This design comes from an exercise in tuning for small area and a short achievable clock period on the open sky130 flow, not from production work. Where RTL was checked, it was by simulation tests only, not by an equivalence proof against the original. Power is estimated from default activity; no workload was simulated.

==> exp/maple: inputs <==
==> flow/design.v (excerpt) <==
module mac(
     input [11:0] Ain,
     input [11:0] Bin,
     input clk,reset,
     output [24:0] Mac_out
);
export LEC_CHECK = 0
export CAP_MARGIN = 20
export CORE_MARGIN = 2
export CORE_UTILIZATION = 60
export CTS_BUF_LIST = sky130_fd_sc_hd__clkbuf_16
export SLEW_MARGIN = 20
export SYNTH_HIERARCHICAL = 1
create_clock -name core_clock -period 12.5 [get_ports {clk}]
standard.sh (not shown) runs the stock make flow with config.mk's settings and CLKGATE_MAP_FILE= SYNTH_SCRIPT=/design/flow/synth_recipe.tcl, a recipe that flattens the netlist after the stock synthesis.
==> flow/flow/run.sh <==
#!/bin/bash
# The standard layout (the standard.sh, standard synthesis unchanged), with
# two options: the port buffers are buf_1 cells, and the setup repair aims at
# a slack margin of 7.25 ns.  ORFS keeps each step's log in orfs/logs; the make
# output goes to standard.log.
set -o pipefail
bash standard.sh BUFFER_PORTS_ARGS="-buffer_cell sky130_fd_sc_hd__buf_1" SETUP_SLACK_MARGIN=7.25 finish > standard.log 2>&1
==> exp/xenon (differences from exp/maple) <==
--- a/flow/design.v
+++ b/flow/design.v
@@ -187,20 +187,23 @@
     wire pp11_9 = ~(Ain[11] & Bin[9]);
     wire pp11_10 = ~(Ain[11] & Bin[10]);
     wire pp11_11 = ~(Ain[11] & Bin[11]);
     wire na_s0 = ~acc_s[0];
     wire na_s1 = ~acc_s[1];
     wire na_s2 = ~acc_s[2];
     wire na_s3 = ~acc_s[3];
     wire na_s4 = ~acc_s[4];
+    wire na_c4 = ~acc_c[4];
     wire na_s5 = ~acc_s[5];
+    wire na_c5 = ~acc_c[5];
     wire na_s6 = ~acc_s[6];
     wire na_c6 = ~acc_c[6];
     wire na_s7 = ~acc_s[7];
+    wire na_c7 = ~acc_c[7];
     wire na_s8 = ~acc_s[8];
     wire na_c8 = ~acc_c[8];
     wire na_s9 = ~acc_s[9];
     wire na_c9 = ~acc_c[9];
     wire na_s10 = ~acc_s[10];
     wire na_c10 = ~acc_c[10];
     wire na_s11 = ~acc_s[11];
     wire na_c11 = ~acc_c[11];
@@ -218,20 +221,23 @@
     wire na_c17 = ~acc_c[17];
     wire na_s18 = ~acc_s[18];
     wire na_c18 = ~acc_c[18];
     wire na_s19 = ~acc_s[19];
     wire na_c19 = ~acc_c[19];
     wire na_s20 = ~acc_s[20];
     wire na_c20 = ~acc_c[20];
     wire na_s21 = ~acc_s[21];
+    wire na_c21 = ~acc_c[21];
     wire na_s22 = ~acc_s[22];
     wire na_c22 = ~acc_c[22];
     wire na_s23 = ~acc_s[23];
+    wire na_c23 = ~acc_c[23];
     wire na_s24 = ~acc_s[24];
+    wire na_c24 = ~acc_c[24];
     wire s1, c2;
     wire s3, c4;
     wire s5, c6;
     wire s7, c8;
     wire s9, c10;
     wire s11, c12;
     wire s13, c14;
     wire s15, c16;
@@ -393,67 +399,67 @@
     or2m h3c (na_s2, pp0_2, c8);
     full_adder f4 (pp1_1, pp2_0, s7, s9, c10);
     full_adder f5 (c4, s9, c6, s11, c12);
     xnor2m h6s (na_s3, pp0_3, s13);
     or2m h6c (na_s3, pp0_3, c14);
     full_adder f7 (pp1_2, pp2_1, pp3_0, s15, c16);
     full_adder f8 (s13, c8, s15, s17, c18);
     full_adder f9 (c10, s17, c12, s19, c20);
-    xnor2m h10s (na_s4, pp0_4, s21);
-    or2m h10c (na_s4, pp0_4, c22);
-    full_adder f11 (pp1_3, pp2_2, pp3_1, s23, c24);
-    full_adder f12 (pp4_0, s21, c14, s25, c26);
-    full_adder f13 (c16, s23, s25, s27, c28);
-    full_adder f14 (c18, s27, c20, s29, c30);
-    xnor2m h15s (na_s5, pp0_5, s31);
-    or2m h15c (na_s5, pp0_5, c32);
-    full_adder f16 (pp1_4, pp2_3, pp3_2, s33, c34);
-    full_adder f17 (pp4_1, pp5_0, s31, s35, c36);
-    full_adder f18 (c22, c24, s33, s37, c38);
-    full_adder f19 (s35, c26, s37, s39, c40);
-    full_adder f20 (c28, s39, c30, s41, c42);
+    xnor2m h10s (na_s4, na_c4, s21);
+    or2m h10c (na_s4, na_c4, c22);
+    full_adder f11 (s21, pp0_4, pp1_3, s23, c24);
+    full_adder f12 (pp2_2, pp3_1, pp4_0, s25, c26);
+    full_adder f13 (c14, c16, s23, s27, c28);
+    full_adder f14 (s25, c18, s27, s29, c30);
+    xnor2m h15s (na_s5, na_c5, s31);
+    or2m h15c (na_s5, na_c5, c32);
+    full_adder f16 (s31, c22, pp0_5, s33, c34);
+    full_adder f17 (pp1_4, pp2_3, pp3_2, s35, c36);
+    full_adder f18 (pp4_1, pp5_0, c24, s37, c38);
+    full_adder f19 (c26, s33, s35, s39, c40);
+    full_adder f20 (s37, c28, s39, s41, c42);
     xnor2m h21s (na_s6, na_c6, s43);
     or2m h21c (na_s6, na_c6, c44);
-    full_adder f22 (s43, pp0_6, pp1_5, s45, c46);
-    full_adder f23 (pp2_4, pp3_3, pp4_2, s47, c48);
-    full_adder f24 (pp5_1, pp6_0, c32, s49, c50);
-    full_adder f25 (c34, s45, s47, s51, c52);
-    full_adder f26 (c36, s49, c38, s53, c54);
-    full_adder f27 (s51, c40, s53, s55, c56);
-    xnor2m h28s (na_s7, c44, s57);
-    or2m h28c (na_s7, c44, c58);
-    full_adder f29 (s57, pp0_7, pp1_6, s59, c60);
-    full_adder f30 (pp2_5, pp3_4, pp4_3, s61, c62);
-    full_adder f31 (pp5_2, pp6_1, pp7_0, s63, c64);
-    full_adder f32 (c46, c48, s59, s65, c66);
-    full_adder f33 (s61, s63, c50, s67, c68);
-    full_adder f34 (c52, s65, s67, s69, c70);
-    full_adder f35 (c54, s69, c56, s71, c72);
+    full_adder f22 (s43, c32, pp0_6, s45, c46);
+    full_adder f23 (pp1_5, pp2_4, pp3_3, s47, c48);
+    full_adder f24 (pp4_2, pp5_1, pp6_0, s49, c50);
+    full_adder f25 (c34, c36, s45, s51, c52);
+    full_adder f26 (s47, s49, c38, s53, c54);
+    full_adder f27 (c40, s51, s53, s55, c56);
+    xnor2m h28s (na_s7, na_c7, s57);
+    or2m h28c (na_s7, na_c7, c58);
+    full_adder f29 (s57, c44, pp0_7, s59, c60);
+    full_adder f30 (pp1_6, pp2_5, pp3_4, s61, c62);
+    full_adder f31 (pp4_3, pp5_2, pp6_1, s63, c64);
+    full_adder f32 (pp7_0, c46, c48, s65, c66);
+    full_adder f33 (c50, s59, s61, s67, c68);
+    full_adder f34 (s63, c52, s65, s69, c70);
+    full_adder f35 (s67, c54, s69, s71, c72);
     xnor2m h36s (na_s8, na_c8, s73);
     or2m h36c (na_s8, na_c8, c74);
     full_adder f37 (s73, c58, pp0_8, s75, c76);
     full_adder f38 (pp1_7, pp2_6, pp3_5, s77, c78);
     full_adder f39 (pp4_4, pp5_3, pp6_2, s79, c80);
     full_adder f40 (pp7_1, pp8_0, c60, s81, c82);
     full_adder f41 (c62, c64, s75, s83, c84);
-    full_adder f42 (s77, s79, s81, s85, c86);
-    full_adder f43 (c66, s83, c68, s87, c88);
+    full_adder f42 (s77, s79, c66, s85, c86);
+    full_adder f43 (s81, c68, s83, s87, c88);
     full_adder f44 (s85, c70, s87, s89, c90);
     xnor2m h45s (na_s9, na_c9, s91);
     or2m h45c (na_s9, na_c9, c92);
     full_adder f46 (s91, c74, pp0_9, s93, c94);
     full_adder f47 (pp1_8, pp2_7, pp3_6, s95, c96);
     full_adder f48 (pp4_5, pp5_4, pp6_3, s97, c98);
     full_adder f49 (pp7_2, pp8_1, pp9_0, s99, c100);
     full_adder f50 (c76, c78, c80, s101, c102);
     full_adder f51 (s93, s95, s97, s103, c104);
     full_adder f52 (s99, c82, c84, s105, c106);
     full_adder f53 (s101, s103, c86, s107, c108);
-    full_adder f54 (s105, c88, s107, s109, c110);
+    full_adder f54 (c88, s105, s107, s109, c110);
     xnor2m h55s (na_s10, na_c10, s111);
     or2m h55c (na_s10, na_c10, c112);
     full_adder f56 (s111, c92, pp0_10, s113, c114);
     full_adder f57 (pp1_9, pp2_8, pp3_7, s115, c116);
     full_adder f58 (pp4_6, pp5_5, pp6_4, s117, c118);
     full_adder f59 (pp7_3, pp8_2, pp9_1, s119, c120);
     full_adder f60 (pp10_0, c94, c96, s121, c122);
     full_adder f61 (c98, c100, s113, s123, c124);
@@ -542,26 +548,26 @@
     full_adder f142 (pp9_10, pp10_9, pp11_8, s285, c286);
     full_adder f143 (c272, c274, s283, s287, c288);
     full_adder f144 (s285, c276, c278, s289, c290);
     full_adder f145 (s287, c280, s289, s291, c292);
     full_adder f146 (na_s20, na_c20, pp9_11, s293, c294);
     full_adder f147 (pp10_10, pp11_9, c284, s295, c296);
     full_adder f148 (c286, s293, c288, s297, c298);
     full_adder f149 (s295, c290, s297, s299, c300);
-    full_adder f150 (na_s21, pp10_11, pp11_10, s301, c302);
-    full_adder f151 (c294, s301, c296, s303, c304);
-    full_adder f152 (c298, s303, c300, s305, c306);
+    full_adder f150 (na_s21, na_c21, pp10_11, s301, c302);
+    full_adder f151 (pp11_10, c294, s301, s303, c304);
+    full_adder f152 (c296, s303, c298, s305, c306);
     full_adder f153 (na_s22, na_c22, pp11_11, s307, c308);
     full_adder f154 (c302, s307, c304, s309, c310);
-    full_adder f155 (na_s23, c308, c310, s311, c312);
-    xnor2m h156s (na_s24, c312, s313);
-    or2m h156c (na_s24, c312, c314);
-    wire [24:0] ns = {s313, s311, s309, s305, c292, s291, c270, c256, c240, c222, c202, c180, c156, c132, c110, c90, s89, s71, s55, s41, s29, s19, s11, s5, s1};
-    wire [24:4] nc = {1'b1, 1'b1, c306, 1'b1, s299, c282, s281, s269, s255, s239, s221, s201, s179, s155, s131, s109, c72, 1'b1, c42, 1'b1, 1'b1};
+    full_adder f155 (na_s23, na_c23, c308, s311, c312);
+    xnor2m h156s (na_s24, na_c24, s313);
+    or2m h156c (na_s24, na_c24, c314);
+    wire [24:0] ns = {s313, s311, s309, c300, c292, s291, c270, c256, c240, c222, c202, c180, c156, c132, c110, c90, c72, c56, c42, c30, s29, s19, s11, s5, s1};
+    wire [24:4] nc = {c312, c310, c306, s305, s299, c282, s281, s269, s255, s239, s221, s201, s179, s155, s131, s109, s89, s71, s55, s41, c20};
     always @(posedge clk) begin
         acc_s <= ~(ns | {25{reset}});
         acc_c <= ~(nc | {21{reset}});
     end
     assign Mac_out = acc_s + {acc_c, 4'd0};
 endmodule
 module fa_fast(input a, input b, input c, output sum, output carry);
     wire ab;
==> flow/flow/run.sh (replaced) <==
#!/bin/bash
# The standard layout (the standard.sh, standard synthesis unchanged), with
# two options: the port buffers are buf_2 cells, and the setup repair aims at
# a slack margin of 7.8 ns.  ORFS keeps each step's log in orfs/logs; the make
# output goes to standard.log.
set -o pipefail
bash standard.sh BUFFER_PORTS_ARGS="-buffer_cell sky130_fd_sc_hd__buf_2" SETUP_SLACK_MARGIN=7.8 finish > standard.log 2>&1
Settings changed: CORE_UTILIZATION 60 to 40, CTS_BUF_LIST sky130_fd_sc_hd__clkbuf_16 to unset.
==> exp/sierra (differences from exp/maple) <==
==> flow/flow/run.sh (replaced) <==
#!/bin/bash
# The standard layout (the standard.sh, standard synthesis unchanged), with
# two options: the port buffers are buf_2 cells, and the setup repair aims at
# a slack margin of 7.25 ns.  ORFS keeps each step's log in orfs/logs; the make
# output goes to standard.log.
set -o pipefail
bash standard.sh BUFFER_PORTS_ARGS="-buffer_cell sky130_fd_sc_hd__buf_2" SETUP_SLACK_MARGIN=7.25 finish > standard.log 2>&1
Settings changed: CORE_UTILIZATION 60 to 75, CTS_BUF_LIST sky130_fd_sc_hd__clkbuf_16 to sky130_fd_sc_hd__clkbuf_4 sky130_fd_sc_hd__clkbuf_8, PLACE_DENSITY set to 0.8.
==> run notes <==
metric                                                                      exp/xenon                exp/maple               exp/sierra
Outcome                                                       complete, no violations  complete, no violations  complete, no violations
Clock distribution power                                                     0.146 mW                 0.149 mW                 0.123 mW
Placed Area                                                                6560 sq um               5840 sq um               5880 sq um
Initial core utilization                                                        41.1%                    61.7%                    77.8%
Die Outline Area                                                          16000 sq um              10300 sq um               8280 sq um
Buffer type at the clock tree root                                          clkbuf_16                clkbuf_16                 clkbuf_8
Leakage power of the design                                                   2.92 nW                  2.20 nW                  2.27 nW
Worst slew slack as a fraction of its limit                                     36.3%                    35.7%                    43.4%
RR Startpoint                                                               acc_s[12]                acc_c[12]                acc_c[12]
Setup repair after global routing missed its margin                              true                    false                     true
Sequential cell area                                                        946 sq um                801 sq um                801 sq um
Layout cells sized above 1                                                      38.4%                    6.87%                    11.4%
Global routing usage on met3                                                    2.28%                    4.00%                    8.13%
Wire length of the first global-routing pass                                  26.0 mm                  21.9 mm                  23.1 mm
Maximum number of pins on one net before global-route repair                       47                       41                       41
Fraction of standard cell area in multi-input logic                             68.0%                    75.0%                    75.4%
Global-route total usage across every layer                                     20.8%                    28.6%                    36.8%
Drt total wl                                                                  15.9 mm                  13.3 mm                  13.7 mm
Total standard cell area after synthesis                                   6000 sq um               5670 sq um               5670 sq um
Minimum setup slack among reg-to-reg paths                                    8.08 ns                  7.89 ns                  7.90 ns
Quantity of gates resized following cts                                           157                       25                        0
Worst Tran Pin Value                                                         0.955 ns                 0.965 ns                 0.848 ns
Power density of the placed cells                                         216 nW/um^2              228 nW/um^2              231 nW/um^2
Multi-input comb cells                                                            488                      457                      457
Final-layout non-clock buffer area share                                        12.5%                    4.23%                    4.60%
Number of sequential storage elements                                              46                       40                       40
Post-detailed-route via-to-cell ratio                                            5.16                     5.70                     6.21
No functional check of the RTL was part of exp/xenon.


==> inputs of run B <==
mac, a different RTL version from the one above (not shown whole).
export LEC_CHECK = 0
export CAP_MARGIN = 20
export CORE_MARGIN = 2
export CORE_UTILIZATION = 40
export SLEW_MARGIN = 20
export SYNTH_HIERARCHICAL = 1
create_clock -name core_clock -period 12.5 [get_ports {clk}]
==> flow/flow/run.sh <==
#!/bin/bash
# The standard layout (the standard.sh, standard synthesis unchanged), with
# two options: the port buffers are buf_2 cells, and the setup repair aims at
# a slack margin of 8.0 ns.  ORFS keeps each step's log in orfs/logs; the make
# output goes to standard.log.
set -o pipefail
bash standard.sh BUFFER_PORTS_ARGS="-buffer_cell sky130_fd_sc_hd__buf_2" SETUP_SLACK_MARGIN=8.0 finish > standard.log 2>&1
==> inputs of run Z, as changes to run B <==
==> flow/flow/run.sh (replaced) <==
#!/bin/bash
# The standard layout (the standard.sh, standard synthesis unchanged), with
# two options: the port buffers are buf_2 cells, and the setup repair aims at
# a slack margin of 6.5 ns.  ORFS keeps each step's log in orfs/logs; the make
# output goes to standard.log.
set -o pipefail
bash standard.sh BUFFER_PORTS_ARGS="-buffer_cell sky130_fd_sc_hd__buf_2" SETUP_SLACK_MARGIN=6.5 finish > standard.log 2>&1
==> results.ini <==
[critical_path]
worst_ep_arrival_time_ns = 5.10
cpMaxStageDelayCell = sky130_fd_sc_hd__fa_2

[place]
routabilityCongestion = 0.858
dp_hpwl_um = 12400
detailedPlace.worstSlack_ns = 6.93

[power_and_ir_drop]
netSwitchingPower_uw = 798
clk-power_uw = 177

[timing]
clock_skew_ns = 0.00644
fmaxAchievable_mhz = 202

[cts]
postCtsSetupBuffers = 47

[finish]
final-seq-area_sq_um = 941
clock_tree_area_fraction_pct = 2.33

[routing]
drt_iter0_markers = 181
routed_wl_um = 17200

[global_routing]
grt_use_met1_pct = 26.9
grt_first_pass_wirelength_um = 27800

[run_status]
outcome = finished clean

(the above is from run B)
==> results.ini <==
[run_status]
outcome = finished clean

[critical_path]
cpMaxStageDelayCell = sky130_fd_sc_hd__fa_1

[place]
dp_hpwl_um = 11500
routabilityCongestion = 0.856
detailedPlace.worstSlack_ns = 6.76

[cts]
postCtsSetupBuffers = 0

[global_routing]
grt_first_pass_wirelength_um = 25100
grt-ovfl-total = 0
grt_use_met1_pct = 24.8

[routing]
routed_wl_um = 14500
drt_iter0_markers = 228

[timing]
fmaxAchievable_mhz = 184

[min_path]
hold_path.startpoint = acc_s[0]

(the above is from run Z)

-- afterwards: timing with drivers on the ports --
In the flow no input, the clock included, has a driving cell. The finished layouts below were timed again as built, in two steps. Step 1: set_driving_cell puts a clkbuf_16 on clk and a buf_2 on each other input, an assumption about the parent block. Step 2 adds t to the input delays and takes it off the output delays; t is the mean of the earliest and latest rising clock arrival at the registers after step 1. Input paths then give back, and output paths get back, about the clock's delay inside the block. Three values: no drivers, after step 1, after step 2; two values: the first two.
run	t, ns	setup slack, ns	worst setup path after step 2	pins driven straight from the clock port
exp/maple	0.322	7.318 / 7.336 / 7.014	input to register	1
exp/xenon	0.327	7.566 / 7.541 / 7.214	input to register	1
exp/sierra	0.332	7.317 / 7.321 / 6.989	input to register	1
run B	0.326	7.544 / 7.423 / 7.097	input to register	1
run Z	0.328	7.061 / 7.075 / 6.748	input to register	1
After both steps setup and hold are still met in every run listed. For run B, which loses most, drivers alone change the setup slack by -0.121 ns; drivers and shift together by -0.447 ns.
